What follows belongs to an exercise in optimizing a design on an open flow for small area and few clock cycles; a production flow would make more cautious choices. RTL that was checked went through simulation tests only; none was proved equivalent to the original.

## old
// alu
module alu #(
	parameter INST_W = 4,
	parameter INT_W  = 6,
	parameter FRAC_W = 10,
	parameter DATA_W = INT_W + FRAC_W
)(
	input                      i_clk,
	input                      i_rst_n,
	input                      i_in_valid,
	output                     o_busy,
	input         [INST_W-1:0] i_inst,
	input  signed [DATA_W-1:0] i_data_a,
	input  signed [DATA_W-1:0] i_data_b,
	output                     o_out_valid,
	output        [DATA_W-1:0] o_data
);
	wire [15:0] a  = i_data_a;
	wire [15:0] b  = i_data_b;
	wire [3:0]  op = i_inst;
	wire res_v = i_in_valid & ~(op[3] & (op[2] | op[1]));
	wire op_as  = (op == 4'd0) | (op == 4'd1);
	wire op_sub = (op == 4'd1);
	wire op_acc = (op == 4'd3);
	reg  [19:0] acc_d [0:15];
	reg  [15:0] acc_v;
	wire [3:0]  idx = a[3:0];
	wire        acc_we = i_in_valid & op_acc;
	wire [15:0] acc_sel;
	genvar g;
	generate for (g = 0; g < 16; g = g + 1) begin : g_sel
		assign acc_sel[g] = op_acc & acc_v[g] & (idx == g);
	end endgenerate
	reg [19:0] acc_rd;
	integer k;
	always @(*) begin
		acc_rd = 20'd0;
		for (k = 0; k < 16; k = k + 1)
			acc_rd = acc_rd | ({20{acc_sel[k]}} & acc_d[k]);
	end
	wire [19:0] ad_x = acc_rd | ({20{op_as}} & {{4{a[15]}}, a});
	wire [19:0] ad_y = {{4{b[15]}}, b} ^ {20{op_sub}};
	wire [19:0] ad_s = ad_x + ad_y + {19'd0, op_sub};
	wire ad_ovf = ad_s[19] ? (ad_s[18:15] != 4'hF) : (ad_s[18:15] != 4'h0);
  ...
Settings: LEC_CHECK=0, ABC_AREA=1, CAP_MARGIN=20, CORE_MARGIN=2, CORE_UTILIZATION=45, CTS_BUF_LIST=sky130_fd_sc_hd__clkbuf_8, CTS_CLUSTER_DIAMETER=60, CTS_CLUSTER_SIZE=16, GPL_TIMING_DRIVEN=0, SLEW_MARGIN=20; clock period 10.0 ns.
run.sh (not shown) runs the stock make flow with config.mk's settings and CLKGATE_MAP_FILE= SYNTH_SCRIPT=/design/flow/synth_recipe.tcl, a recipe that flattens the netlist after the stock synthesis.
Testbench counts of old, summed over its fixed seeds: cycles 8,008.
Changes in new relative to old:
- swapping 16 for 24 in CTS_CLUSTER_SIZE
- swapping sky130_fd_sc_hd__clkbuf_8 for sky130_fd_sc_hd__clkbuf_16 in CTS_BUF_LIST
- swapping 60 for 80 in CTS_CLUSTER_DIAMETER
### Flow results
- The final layout from new, which completed every stage, passed the timing, DRC and antenna checks at the end of the flow.
- In terms of global-route usage, new and old differ only marginally.
- | multi-input combinational area share | lower: new |
- On area after detailed placement, new and old are neck and neck.
- new against old: endpoint required time on the critical path decreased 0.03 ns, core utilization rose 0.42 points, number of nets in the finished design comparable.

* * *

red:
Another version of the RTL of alu (not shown whole).
For scale: about 350 flip-flops, about 57 I/O pins.
==> flow/config.mk <==
export PLATFORM = sky130hd
export DESIGN_NAME = alu
export DESIGN_NICKNAME = alu
export VERILOG_FILES = /design/flow/design.v
export SDC_FILE = /design/flow/constraint.sdc
export NUM_CORES = 4
export LEC_CHECK = 0
export ABC_AREA = 1
export CAP_MARGIN = 20
export CORE_MARGIN = 2
export CORE_UTILIZATION = 45
export CTS_BUF_LIST = sky130_fd_sc_hd__clkbuf_8
export CTS_CLUSTER_DIAMETER = 60
export CTS_CLUSTER_SIZE = 16
export GPL_TIMING_DRIVEN = 0
export SLEW_MARGIN = 20
==> flow/constraint.sdc <==
create_clock -name core_clock -period 10.0 [get_ports {i_clk}]
set_input_delay 2.0000 -clock core_clock [delete_from_list [all_inputs] [get_ports {i_clk}]]
set_output_delay 2.0000 -clock core_clock [all_outputs]
set_load 0.01 [all_outputs]
red finished every step from synthesis to the final layout, and the layout passed the timing, DRC and antenna checks.
Input-level comparison between purple and red:
- CTS_CLUSTER_DIAMETER: 60 -> unset
- CTS_CLUSTER_SIZE: 16 -> unset
- CTS_BUF_LIST: sky130_fd_sc_hd__clkbuf_8 -> sky130_fd_sc_hd__clkbuf_4
- CAP_MARGIN: 20 -> 0
- GPL_TIMING_DRIVEN: 0 -> unset
- SLEW_MARGIN: 20 -> 0
Findings:
Looking at wire length across red and purple, the one that comes out lower is red. Going from red to purple, highest achievable clock rate now larger, detailed placement HPWL now smaller, initial DRC count now smaller. Global-route usage: purple > red.
No functional check of the RTL was part of any run of this note.

* * *

Setup of P:
alu, a different RTL version from the one above (not shown whole).
Size: about 2500 cells after synthesis, ~57 I/O pins, roughly 0.024 sq mm of cells after synthesis.
clock: 10.0 ns
lec_check: 0
abc_area: 1
cap_margin: 20
core_margin: 2
core_utilization: 65
cts_buf_list: sky130_fd_sc_hd__clkbuf_8
cts_cluster_diameter: 60
cts_cluster_size: 16
gpl_timing_driven: 0
slew_margin: 20
standard.sh (not shown) runs the stock make flow with config.mk's settings and CLKGATE_MAP_FILE= SYNTH_SCRIPT=/design/flow/synth_recipe.tcl, a recipe that flattens the netlist after the stock synthesis.
==> flow/flow/run.sh <==
#!/bin/bash
# Own layout flow: the standard synthesis, then inverters around full
# adders are removed (fixinv.py flips adders, which are self-dual; if it
# fails, the standard netlist is kept), then the standard layout with
# smaller port buffers (buf_2).
# Each step writes its full output to its own log in the work folder.
set -euo pipefail
cd "$(dirname "$0")/.."
W=$(pwd)
R=$W/orfs/results/${FLOW_PLATFORM:-sky130hd}/alu/base
bash standard.sh synth > synth.log 2>&1
cp "$R/1_2_yosys.v" "$W/1_2_yosys_standard.v"
if python3 flow/fixinv.py "$W/1_2_yosys_standard.v" "$W/1_2_yosys_fixinv.v" > fixinv.log 2>&1; then
  cp "$W/1_2_yosys_fixinv.v" "$R/1_2_yosys.v"
  rm -f "$R/1_synth.odb" "$R/1_synth.sdc"
fi
bash standard.sh "BUFFER_PORTS_ARGS=-buffer_cell sky130_fd_sc_hd__buf_2" finish > layout.log 2>&1
==> flow/flow/fixinv.py <==
#!/usr/bin/env python3
"""Remove inverters around full adders in a Yosys gate netlist.
A full adder is self-dual: FA(~a,~b,~c) = (~sum, ~cout). Flipping an adder
(complementing its three inputs and both outputs) keeps the function; this
greedily flips adders where that lowers the number of inverters.
usage: fixinv.py in.v out.v"""
import re, sys

INV_RE = re.compile(r"sky130_fd_sc_hd__(inv|clkinv)_\d+$")
FA_RE = re.compile(r"sky130_fd_sc_hd__fa_\d+$")

def parse(path):
    text = open(path).read()
    lines = text.split("\n")
    head, cells, tail = [], [], []
    i = 0
    ports = set()
    # header: until first cell instance
    cell_start = re.compile(r"^  (sky130_fd_sc_hd__\w+) (\S+)\s+\($")
    while i < len(lines) and not cell_start.match(lines[i]):
        head.append(lines[i])
        m = re.match(r"^\s*(input|output)\s+(\[\d+:\d+\]\s+)?(\S+);", lines[i])
        if m:
            ports.add(m.group(3))
        i += 1
    while i < len(lines):
        m = cell_start.match(lines[i])
        if not m:
            break
        typ, name = m.group(1), m.group(2)
        pins = []
        i += 1
        while lines[i].strip() != ");":
            pm = re.match(r"^\s*\.(\w+)\((.*)\),?$", lines[i])
            assert pm, lines[i]
            pins.append([pm.group(1), pm.group(2)])
            i += 1
        i += 1
        cells.append([typ, name, pins])
    tail = lines[i:]
    if any("sky130_fd_sc_hd__" in l for l in tail):
        raise SystemExit("fixinv: could not parse every cell")
    return head, cells, tail, ports

def is_port_net(net, ports):
    base = net.split("[")[0].strip()
    return base in ports

OUTPINS = ("X", "Y", "Q", "Q_N", "SUM", "COUT", "HI", "LO")

class Net:
    pass

def run(inp, outp):
    head, cells, tail, ports = parse(inp)
    C = {c[1]: c for c in cells}
    order = [c[1] for c in cells]
    newnets = []
    cnt = [0]

    def index():
        drv, loads = {}, {}
        for n in order:
            typ, name, pins = C[n]
            for p, net in pins:
                if p in OUTPINS:
                    drv[net] = (name, p)
                else:
                    loads.setdefault(net, []).append((name, p))
        return drv, loads

    def pin(cell, p):
        for q in cell[2]:
            if q[0] == p:
                return q
        raise KeyError(p)

    def newnet():
        cnt[0] += 1
        nm = f"_fixinv_n{cnt[0]}_"
        newnets.append(nm)
        return nm

    def newinv(a, y):
        cnt[0] += 1
        nm = f"_fixinv_c{cnt[0]}_"
        C[nm] = ["sky130_fd_sc_hd__inv_1", nm, [["A", a], ["Y", y]]]
        order.append(nm)

    def ninv():
        return sum(1 for n in order if INV_RE.match(C[n][0]))

    def flip(fname):
        drv, loads = index()
        fa = C[fname]
        # inputs
        for p in ("A", "B", "CIN"):
            q = pin(fa, p)
            n = q[1]
            d = drv.get(n)
            if d and INV_RE.match(C[d[0]][0]):
                q[1] = pin(C[d[0]], "A")[1]
            else:
                ex = [l for l in loads.get(n, []) if INV_RE.match(C[l[0]][0])]
                if ex:
                    q[1] = pin(C[ex[0][0]], "Y")[1]
                else:
                    y = newnet()
                    newinv(n, y)
                    q[1] = y
        # outputs
        for p in ("SUM", "COUT"):
            q = pin(fa, p)
            old = q[1]
            nn = newnet()
            q[1] = nn
            need_inv = is_port_net(old, ports)
            for (ln, lp) in loads.get(old, []):
                if ln == fname:
                    need_inv = True
                    continue
                lc = C[ln]
                if INV_RE.match(lc[0]) and not is_port_net(pin(lc, "Y")[1], ports):
                    y = pin(lc, "Y")[1]
                    # every use of y becomes nn
                    for m in order:
                        for pp in C[m][2]:
                            if pp[1] == y and pp[0] not in OUTPINS:
                                pp[1] = nn
                    order.remove(ln); del C[ln]
                else:
                    need_inv = True
            if need_inv:
                newinv(nn, old)
        # drop dead inverters
        changed = True
        while changed:
            changed = False
            drv, loads = index()
            for m in list(order):
                if INV_RE.match(C[m][0]):
                    y = pin(C[m], "Y")[1]
                    if not loads.get(y) and not is_port_net(y, ports):
                        order.remove(m); del C[m]; changed = True

    import copy
    fas = [n for n in order if FA_RE.match(C[n][0])]
    base = ninv()
    start = base
    for it in range(4):
        improved = False
        for f in fas:
            snap = (copy.deepcopy(C), list(order), list(newnets), cnt[0])
            flip(f)
            now = ninv()
            if now < base:
                base = now; improved = True
            else:
                C.clear(); C.update(snap[0]); order[:] = snap[1]; newnets[:] = snap[2]; cnt[0] = snap[3]
        if not improved:
            break
    sys.stderr.write(f"fixinv: inverters {start} -> {base}\n")
    # every net with a load must have a driver or be a port
    drv, loads = index()
    for net in loads:
        if net not in drv and not is_port_net(net, ports) and not net.startswith("1'"):
            raise SystemExit(f"fixinv: net {net} lost its driver")
    # write
    out = []
    for l in head:
        out.append(l)
    # declare new nets before cells (after last wire line in head)
    used = set()
    for n in order:
        for p, net in C[n][2]:
            used.add(net)
    decl = [f"  wire {n};" for n in newnets if n in used]
    out = out[:-1] + decl + out[-1:] if out and out[-1].strip() == "" else out + decl
    for n in order:
        typ, name, pins = C[n]
        out.append(f"  {typ} {name} (")
        out.append(",\n".join(f"    .{p}({net})" for p, net in pins))
        out.append("  );")
    out.extend(tail)
    open(outp, "w").write("\n".join(out))

if __name__ == "__main__":
    run(sys.argv[1], sys.argv[2])
Testbench counts of P, summed over its fixed seeds: cycles 8,008.
Input changes introduced in Q (baseline for comparison: P):
-- flow/flow/fixinv.py --
<<< P, line 161
            break
    sys.stderr.write(f"fixinv: inverters {start} -> {base}\n")
    # every net with a load must have a driver or be a port
>>> Q, line 161
            break
    # absorb inverters into xor2 / xnor2 (xor2 with one input or its
    # output complemented is xnor2, and the other way round)
    XO = {"sky130_fd_sc_hd__xor2_1": ("sky130_fd_sc_hd__xnor2_1", "X", "Y"),
          "sky130_fd_sc_hd__xnor2_1": ("sky130_fd_sc_hd__xor2_1", "Y", "X")}
    def swap_xor(x):
        nt, op, np_ = XO[C[x][0]]
        C[x][0] = nt
        pin(C[x], op)[0] = np_
    changed = True
    while changed:
        changed = False
        drv, loads = index()
        for m in list(order):
            if m not in C or not INV_RE.match(C[m][0]):
                continue
            a = pin(C[m], "A")[1]; y = pin(C[m], "Y")[1]
            d = drv.get(a)
            if (d and C[d[0]][0] in XO and len(loads.get(a, [])) == 1
                    and not is_port_net(a, ports)):
                x = d[0]
                swap_xor(x)
                out = XO[C[x][0]][1] if False else None
                for q in C[x][2]:
                    if q[0] in ("X", "Y"):
                        q[1] = y
                order.remove(m); del C[m]
                changed = True
                break
            ls = loads.get(y, [])
            if (len(ls) == 1 and C[ls[0][0]][0] in XO and not is_port_net(y, ports)):
                x, p = ls[0]
                swap_xor(x)
                pin(C[x], p)[1] = a
                order.remove(m); del C[m]
                changed = True
                break
    sys.stderr.write(f"fixinv: inverters {start} -> {base} -> {ninv()} after xor absorption\n")
    # every net with a load must have a driver or be a port
Notes after the runs:
Higher via density per instance goes to Q over P.
Number of nets produced by synthesis: Q < P
Global-route usage of Q is on par with P.
Diff P -> Q: setup slack saw an increase, buffering overhead saw little to no change, post-CTS clock slew at the launch and capture registers of the worst setup and hold paths saw little to no change, critical path depth saw a decrease.
Looking at critical path endpoint, the out_d_r[4] result is from P; the out_d_r[2] one comes from Q.

==> separate check: timing with driven ports <==
Ports are ideal in the flow. The routed layouts listed here were re-timed in OpenROAD. Step 1, drivers: a clkbuf_16 drives i_clk and a buf_2 each remaining input, both assumed. Step 2 times the ports against the registers' clock, not the clock port: input delays grow and output delays shrink by t, the midpoint of the rising clock arrivals with the driver on. Three values: ideal, step 1, step 2; two values: the first two.
run	t, ns	setup slack, ns	worst hold slack (ns)	worst setup path after step 2	slew at the worst register clock pin (ns)
old	0.710	0.397 / 0.426 / -0.285	0.461 / 0.461 / 0.461	input to register	0.10 / 0.10
new	0.625	0.304 / 0.335 / -0.290	0.459 / 0.459 / 0.459	input to register	0.10 / 0.10
red	0.691	0.252 / 0.275 / -0.416	0.466 / 0.466 / 0.466	input to register	0.11 / 0.11
purple	0.859	1.014 / 0.945 / 0.087	0.479 / 0.479 / 0.479	input to register	0.08 / 0.08
P	0.639	0.230 / 0.248 / -0.391	0.478 / 0.478 / 0.478	input to register	0.12 / 0.12
Q	0.647	0.356 / 0.376 / -0.271	0.468 / 0.468 / 0.468	input to register	0.11 / 0.11
Met with ideal ports but missed after step 2: setup timing in 5 of these runs. For purple, which loses most, drivers alone change the setup slack by -0.069 ns; drivers and shift together by -0.927 ns.
